This is an optimization exercise on Yosys and OpenROAD, whose aim is small area, a short achievable clock period and few clock cycles, not a production implementation. Only simulation tests tie the RTL to the original design; equivalence was not proved. No activity file was given, so power comes from the tool's default toggle rates.

run a:
==> flow/design.v <==
module cache(
    clk,
    proc_reset,
    proc_read,
    proc_write,
    proc_addr,
    proc_rdata,
    proc_wdata,
    proc_stall,
    mem_read,
    mem_write,
    mem_addr,
    mem_rdata,
    mem_wdata,
    mem_ready
);
    input          clk;
    input          proc_reset;
    input          proc_read, proc_write;
    input   [29:0] proc_addr;
    input   [31:0] proc_wdata;
    output         proc_stall;
    output [31:0]  proc_rdata;
    input  [127:0] mem_rdata;
    input          mem_ready;
    output         mem_read, mem_write;
    output [27:0]  mem_addr;
    output [127:0] mem_wdata;
    integer i;
    reg [127:0] data  [0:7];
    reg [24:0]  tag   [0:7];
    reg [7:0]   valid, dirty;
    reg         cap;       
    reg         stall_r;
    reg         whit_r;    
    reg         mrd, mwr;  
    reg         mbusy;     
    reg         rdfl;      
    reg [31:0]  rdata_r;
    reg [127:0] mwdata_r;
    reg [27:0]  maddr_r;
    reg [7:0]   sel_r;     
    reg [3:0]   offd_r;    
    reg         wr_r;
    assign proc_stall = stall_r;
    assign proc_rdata = rdata_r;
    assign mem_read   = mrd;
    assign mem_write  = mwr;
    assign mem_addr   = maddr_r;
    assign mem_wdata  = mwdata_r;
    wire [2:0]  idx = proc_addr[4:2];
    wire [1:0]  off = proc_addr[1:0];
    wire        req = proc_read | proc_write;
    wire [127:0] blk = data[idx];
    reg  [7:0]  match;
    always @(*) for (i = 0; i < 8; i = i + 1) match[i] = valid[i] & (tag[i] == proc_addr[29:5]);
    wire        hit = |(match & (8'd1 << idx));
    reg  [31:0] word_blk, word_mem;
    always @(*) begin
        case (off)
            2'd0: begin word_blk = blk[31:0];   word_mem = mem_rdata[31:0];   end
            2'd1: begin word_blk = blk[63:32];  word_mem = mem_rdata[63:32];  end
            2'd2: begin word_blk = blk[95:64];  word_mem = mem_rdata[95:64];  end
            default: begin word_blk = blk[127:96]; word_mem = mem_rdata[127:96]; end
        endcase
    end
    reg  [24:0] tag_old;
    reg         dirty_old;
    always @(*) begin
        tag_old = 25'd0;
        dirty_old = 1'b0;
        for (i = 0; i < 8; i = i + 1) begin
            tag_old = tag_old | (tag[i] & {25{sel_r[i]}});
            dirty_old = dirty_old | (dirty[i] & sel_r[i]);
        end
    end
    wire taken = !mbusy & !mem_ready & (mrd | mwr);
    wire fill  = rdfl & mem_ready;
    reg [127:0] wbus;
    always @(*) for (i = 0; i < 4; i = i + 1)
        wbus[32*i +: 32] = (rdfl & !(wr_r & offd_r[i])) ? mem_rdata[32*i +: 32] : proc_wdata;
    always @(posedge clk) begin
        rdata_r  <= rdfl ? word_mem : word_blk;
        mwdata_r <= blk;
        maddr_r  <= rdfl ? {tag_old, idx} : proc_addr[29:2];
        sel_r    <= 8'd1 << idx;
        offd_r   <= 4'd1 << off;
        wr_r     <= proc_write;
    end
    always @(posedge clk) begin
        if (proc_reset) begin
            cap     <= 1'b1;
            stall_r <= 1'b1;
            whit_r  <= 1'b0;
            mrd     <= 1'b0;
            mwr     <= 1'b0;
            mbusy   <= 1'b0;
            rdfl    <= 1'b0;
        end else begin
            cap    <= !stall_r;
            whit_r <= cap & proc_write & hit;
            if (cap)
                stall_r <= req & !hit;
            else if (!stall_r)
                stall_r <= 1'b1;
            else if (fill)
                stall_r <= 1'b0;
            mrd <= (cap & req & !hit) | (mrd & !taken);
            mwr <= (fill & dirty_old) | (mwr & !taken);
            if (mem_ready)
                mbusy <= 1'b0;
            else if (taken)
                mbusy <= 1'b1;
            if (mem_ready)
                rdfl <= 1'b0;
            else if (taken & mrd)
                rdfl <= 1'b1;
        end
    end
    always @(posedge clk) begin
        for (i = 0; i < 8; i = i + 1) begin
            if (sel_r[i] & (fill | (whit_r & offd_r[0]))) data[i][31:0]   <= wbus[31:0];
            if (sel_r[i] & (fill | (whit_r & offd_r[1]))) data[i][63:32]  <= wbus[63:32];
            if (sel_r[i] & (fill | (whit_r & offd_r[2]))) data[i][95:64]  <= wbus[95:64];
            if (sel_r[i] & (fill | (whit_r & offd_r[3]))) data[i][127:96] <= wbus[127:96];
            if (sel_r[i] & fill) tag[i] <= proc_addr[29:5];
        end
    end
    always @(posedge clk) begin
        if (proc_reset) begin
            valid <= 8'd0;
            dirty <= 8'd0;
        end else begin
            for (i = 0; i < 8; i = i + 1) begin
                if (sel_r[i] & fill) begin
                    valid[i] <= 1'b1;
                    dirty[i] <= wr_r;
                end else if (sel_r[i] & whit_r)
                    dirty[i] <= 1'b1;
            end
        end
    end
endmodule
export LEC_CHECK = 0
export ABC_AREA = 1
export CAP_MARGIN = 20
export CORE_MARGIN = 2
export CORE_UTILIZATION = 40
export CTS_CLUSTER_DIAMETER = 60
export CTS_CLUSTER_SIZE = 20
export SLEW_MARGIN = 20
create_clock -name core_clock -period 10.0 [get_ports {clk}]
standard.sh (not shown) runs the stock make flow with config.mk's settings and CLKGATE_MAP_FILE= SYNTH_SCRIPT=/design/flow/synth_recipe.tcl, a recipe that flattens the netlist after the stock synthesis.
==> flow/flow/run.sh <==
#!/bin/bash
# The standard ORFS layout (the standard.sh), with timing repair asked to
# leave extra setup slack and the ports buffered with buf_2.
set -euo pipefail
export SETUP_SLACK_MARGIN=6.6
export BUFFER_PORTS_ARGS="-buffer_cell sky130_fd_sc_hd__buf_2"
bash standard.sh > standard.log 2>&1
Run a | stages: all done | timing, DRC, antenna: all pass
Testbench counts of run a, summed over its fixed seeds: cycles 158,178.
Inputs modified between run a and run b:
Settings: CTS_CLUSTER_SIZE changed from 20 to 24; CTS_CLUSTER_DIAMETER changed from 60 to 100.
--- outcome ---
- Setup slack: run b better than run a
- Run a consumes more power than run b.
- The non-clock buffer count in run b was higher than what run a gave.
- | clock distribution area overhead in the final layout | run b vs run a | 2.5 points lower |
- NOTE: met3 capacity usage during global routing in run b exceeds that of run a
- Footprint of the multi-input gates: run a vs run b — no meaningful difference
- Diff run a -> run b: maximum operating frequency climbed about 0.5%, utilization went down 1.2 points.

---

Setup of run 1:
cache, a different RTL version from the one above (not shown whole).
Size in the first run: about 1500 flip-flops, roughly 390 I/O pins, about 57000 µm² of cells after synthesis.
==> flow/config.mk <==
export PLATFORM = sky130hd
export DESIGN_NAME = cache
export DESIGN_NICKNAME = cache
export VERILOG_FILES = /design/flow/design.v
export SDC_FILE = /design/flow/constraint.sdc
export NUM_CORES = 4
export LEC_CHECK = 0
export ABC_AREA = 1
export CAP_MARGIN = 20
export CORE_MARGIN = 2
export CORE_UTILIZATION = 40
export CTS_CLUSTER_DIAMETER = 90
export CTS_CLUSTER_SIZE = 22
export SLEW_MARGIN = 20
export TNS_END_PERCENT = 30
==> flow/constraint.sdc <==
create_clock -name core_clock -period 10.0 [get_ports {clk}]
set_input_delay 2.0000 -clock core_clock [delete_from_list [all_inputs] [get_ports {clk}]]
set_output_delay 2.0000 -clock core_clock [all_outputs]
set_load 0.01 [all_outputs]
==> flow/flow/run.sh <==
#!/bin/bash
# The standard ORFS layout (the standard.sh), with timing repair asked to
# leave extra setup slack and the ports buffered with buf_2.
set -euo pipefail
export SETUP_SLACK_MARGIN=6.85
export BUFFER_PORTS_ARGS="-buffer_cell sky130_fd_sc_hd__buf_2"
bash standard.sh > standard.log 2>&1
Testbench counts of run 1, summed over its fixed seeds: cycles 155,519.
Input changes introduced in run 2 (baseline for comparison: run 1):
--- a/flow/config.mk
+++ b/flow/config.mk
@@ -9,7 +9,6 @@
 export CAP_MARGIN = 20
 export CORE_MARGIN = 2
-export CORE_UTILIZATION = 40
+export CORE_UTILIZATION = 60
 export CTS_CLUSTER_DIAMETER = 90
 export CTS_CLUSTER_SIZE = 22
 export SLEW_MARGIN = 20
-export TNS_END_PERCENT = 30
### Flow results
Summary of run 2 over run 1: worst setup slack went down 0.013 ns, worst-case reg-to-reg path depth now sits higher, count of vias placed by the detailed router went up.
Between run 2 and run 1, the difference in count of multi-input combinational gates is negligible.
Diff run 1..run 2 | flip-flop and latch count | negligible
For run 1, the launch point of the worst path was proc_addr[6], unlike run 2, where it was proc_addr[28].
Relative to run 1, met2 usage has gone up in run 2.
Relative to run 2, the following input files were edited for run 3:
--- a/flow/flow/run.sh
+++ b/flow/flow/run.sh
@@ -3,5 +3,5 @@
 # leave extra setup slack and the ports buffered with buf_2.
 set -euo pipefail
-export SETUP_SLACK_MARGIN=6.85
+export SETUP_SLACK_MARGIN=6.75
 export BUFFER_PORTS_ARGS="-buffer_cell sky130_fd_sc_hd__buf_2"
 bash standard.sh > standard.log 2>&1
--- a/flow/config.mk
+++ b/flow/config.mk
@@ -9,6 +9,6 @@
 export CAP_MARGIN = 20
 export CORE_MARGIN = 2
-export CORE_UTILIZATION = 60
-export CTS_CLUSTER_DIAMETER = 90
-export CTS_CLUSTER_SIZE = 22
+export CORE_UTILIZATION = 40
+export CTS_CLUSTER_DIAMETER = 100
+export CTS_CLUSTER_SIZE = 24
 export SLEW_MARGIN = 20
Results
- Any difference in wire length between run 3 and run 2 is small enough to ignore.
- Global-route met2 utilization (higher): run 2
- Comparing run 2 and run 3, the higher combinational share of power was measured on run 2.
- Compared run 3 vs run 2, and area growth from synthesis to final layout is down in run 3.
- Run 2 has lower core outline area than run 3.
- Per the comparison of run 3 with run 2, final standard cell utilization of the core lost 26 points; post-route standard cell area excluding fillers lost 3.0%.
- Run 3 vs. run 2: fraction of area in registers increased 1.9 points; first-pass GRT wire length now sits higher; power saw a decrease; biggest fanout along the worst timing path down 6.
Here is what was changed in the inputs of run 4 compared with run 3.
--- a/flow/flow/run.sh
+++ b/flow/flow/run.sh
@@ -3,5 +3,5 @@
 # leave extra setup slack and the ports buffered with buf_2.
 set -euo pipefail
-export SETUP_SLACK_MARGIN=6.75
+export SETUP_SLACK_MARGIN=6.85
 export BUFFER_PORTS_ARGS="-buffer_cell sky130_fd_sc_hd__buf_2"
 bash standard.sh > standard.log 2>&1
--- a/flow/config.mk
+++ b/flow/config.mk
@@ -10,5 +10,6 @@
 export CORE_MARGIN = 2
 export CORE_UTILIZATION = 40
-export CTS_CLUSTER_DIAMETER = 100
-export CTS_CLUSTER_SIZE = 24
+export CTS_CLUSTER_DIAMETER = 90
+export CTS_CLUSTER_SIZE = 22
+export PLACE_DENSITY = 0.5
 export SLEW_MARGIN = 20
Fmax: run 4 > run 3. Of run 4 and run 3, the lower wire length on met1 belongs to run 3. Delta (run 4 minus run 3): met3 track utilization from global routing shows a reduction of 0.48 points, post-route fraction of the period consumed by the critical path shows a reduction of 0.61 points, post-route standard cell area excluding fillers shows an increase of 2000 µm², first-pass GRT wire length shows an increase of about 5.6%, worst max-slew margin expressed relative to the limit shows an increase of 7.1 points. Compared with run 3, in run 4 global-route usage moved up, number of global-route vias before repair moved up, final worst slack moved up.
> inputs changed (run 4 -> run 5)
==> flow/flow/run.sh <==
#!/bin/bash
# The standard ORFS layout (the standard.sh), with timing repair asked to
# leave extra setup slack and the ports buffered with buf_4.
set -euo pipefail
export SETUP_SLACK_MARGIN=6.85
export BUFFER_PORTS_ARGS="-buffer_cell sky130_fd_sc_hd__buf_4"
bash standard.sh > standard.log 2>&1
--- a/flow/config.mk
+++ b/flow/config.mk
@@ -12,4 +12,3 @@
 export CTS_CLUSTER_DIAMETER = 90
 export CTS_CLUSTER_SIZE = 22
-export PLACE_DENSITY = 0.5
 export SLEW_MARGIN = 20
## What came out
Run 5 went all the way through the flow, and no timing, DRC or antenna check failed. Power consumption came out higher on run 5 than on run 4. Diff run 4 -> run 5: via count up 816; number of cells traversed by the worst register-to-register path up 2. Run 5 vs. run 4: first-pass GRT wire length decreased 3.5%, clock buffer count increased about 2.3%. [run 5 vs run 4] required arrival time at the worst endpoint: higher in run 5. When the final numbers for run 5 and run 4 were put side by side, the share of the clock period used by the worst path turned out to be greater in run 4. A end of the critical path of selw[7] is what run 4 shows, while offdw[3] belongs to run 5. Looking at non-clock buffer contribution to total cell area, run 5 sits 0.58 points above run 4. | slew at the pin closest to its max-slew limit | lower: run 4 |. In the metrics for run 5 and run 4, the one carrying the lower area added between synthesis and finish is run 4.

---

Starting RTL as in the previous note.
// cache
module cache(
    clk,
    proc_reset,
    proc_read,
    proc_write,
    proc_addr,
    proc_rdata,
    proc_wdata,
    proc_stall,
    mem_read,
    mem_write,
    mem_addr,
    mem_rdata,
    mem_wdata,
    mem_ready
);
Settings: LEC_CHECK=0, ABC_AREA=1, CAP_MARGIN=20, CORE_MARGIN=2, CORE_UTILIZATION=40, CTS_CLUSTER_DIAMETER=90, CTS_CLUSTER_SIZE=22, SLEW_MARGIN=20; clock period 10.0 ns.
==> flow/flow/run.sh <==
#!/bin/bash
# The standard ORFS layout (the standard.sh), with timing repair asked to
# leave extra setup slack and the ports buffered with buf_2.
set -euo pipefail
export SETUP_SLACK_MARGIN=6.85
export BUFFER_PORTS_ARGS="-buffer_cell sky130_fd_sc_hd__buf_2"
bash standard.sh > standard.log 2>&1
Testbench counts at the start, summed over its fixed seeds: cycles 155,519.
Edit:
--- a/flow/config.mk
+++ b/flow/config.mk
@@ -8,3 +8,3 @@
 export ABC_AREA = 1
-export CAP_MARGIN = 20
+export CAP_MARGIN = 10
 export CORE_MARGIN = 2
@@ -13,2 +13,2 @@
 export CTS_CLUSTER_SIZE = 22
-export SLEW_MARGIN = 20
+export SLEW_MARGIN = 10
Effect: Clock power is higher by about 1%. Clock skew barely changes. Total power climbs by about 0.9%. Count of clock-buffer cells in the layout goes down by 1. Flip-flop and latch count stays the same. Wire length went up by 1.5%. Cell count came out higher by 0.96%. Utilization increases by 1.0 points. Design area goes up by 2.1%. Sequential power barely changes.

---

JK:
cache, a different RTL version from the one above (not shown whole).
For scale: about 4900 cells after synthesis, roughly 1400 flip-flops, about 390 I/O pins, roughly 0.057 mm2 of cells after synthesis.
Settings: LEC_CHECK=0, ABC_AREA=1, CAP_MARGIN=20, CORE_MARGIN=2, CORE_UTILIZATION=40, CTS_CLUSTER_DIAMETER=100, CTS_CLUSTER_SIZE=24, SLEW_MARGIN=20; clock period 10.0 ns.
==> flow/flow/run.sh <==
#!/bin/bash
# The standard ORFS layout (the standard.sh), with timing repair asked to
# leave extra setup slack and the ports buffered with buf_2.
set -euo pipefail
export SETUP_SLACK_MARGIN=6.6
export BUFFER_PORTS_ARGS="-buffer_cell sky130_fd_sc_hd__buf_2"
bash standard.sh > standard.log 2>&1
JK completed every stage of the flow, and the final layout passed the timing, design-rule and antenna checks.
Testbench counts of JK, summed over its fixed seeds: cycles 158,178.
#### Input delta (MS over JK)
-- flow/flow/run.sh --
<<< JK, line 5
export SETUP_SLACK_MARGIN=6.6
>>> MS, line 5
export SETUP_SLACK_MARGIN=6.75
--- outcome ---
When MS is measured against JK, its clock latency reported for the late side of the worst-skew pair turns out 0.02 ns lower.
Going from JK to MS, clock power was more or less identical, via total after detailed routing increased by 183 relative to the old numbers, power shows an increase of about 0.8%, number of buffers created by CTS now larger.
Higher met2 wirelength from detailed routing was reported by JK, not MS.
~same clock network power share in MS and JK
The minimum period implied by the final worst setup slack of MS falls short of that of JK by 0.14 ns.

-- static timing again, ports no longer ideal --
How much do the figures lean on ideal ports? The routed layouts below were timed once more, with nothing changed but the port constraints. Step 1: set_driving_cell puts a clkbuf_16 on clk and a buf_2 on each other input, an assumption about the parent block. Step 2 moves the port delays by t, midway between the first and last clock arrival at a register: inputs arrive t later, outputs are due t later. That takes back most of the time a late clock gives input paths. Three values: no drivers, after step 1, after step 2; two values: the first two.
run | t (ns) | setup WS [ns] | hold WS [ns] | worst slew at a driven data input, ns
run a | 0.835 | 6.467 / 6.493 / 5.688 | 0.417 / 0.417 / 0.417 | 0.22
run b | 0.791 | 6.485 / 6.485 / 5.791 | 0.424 / 0.424 / 0.424 | 0.22
run 1 | 0.802 | 6.594 / 6.576 / 5.811 | 0.470 / 0.470 / 0.470 | 0.22
run 2 | 0.763 | 6.581 / 6.602 / 5.839 | 0.467 / 0.467 / 0.467 | 0.19
run 3 | 0.783 | 6.502 / 6.513 / 5.730 | 0.450 / 0.450 / 0.450 | 0.17
run 4 | 0.808 | 6.563 / 6.585 / 5.777 | 0.470 / 0.470 / 0.470 | 0.22
run 5 | 0.793 | 6.579 / 6.595 / 5.802 | 0.459 / 0.459 / 0.459 | 0.24
the first run of note 3 | 0.818 | 6.649 / 6.568 / 5.953 | 0.455 / 0.455 / 0.455 | 0.23
the second run of note 3 | 0.798 | 6.662 / 6.580 / 5.847 | 0.454 / 0.454 / 0.454 | 0.25
JK | 0.791 | 6.509 / 6.519 / 5.746 | 0.463 / 0.463 / 0.463 | 0.26
MS | 0.779 | 6.654 / 6.600 / 5.906 | 0.437 / 0.437 / 0.437 | 0.18
After both steps setup and hold are still met in every run listed. For the second run of note 3, which loses most, drivers alone change the setup slack by -0.082 ns; drivers and shift together by -0.815 ns.
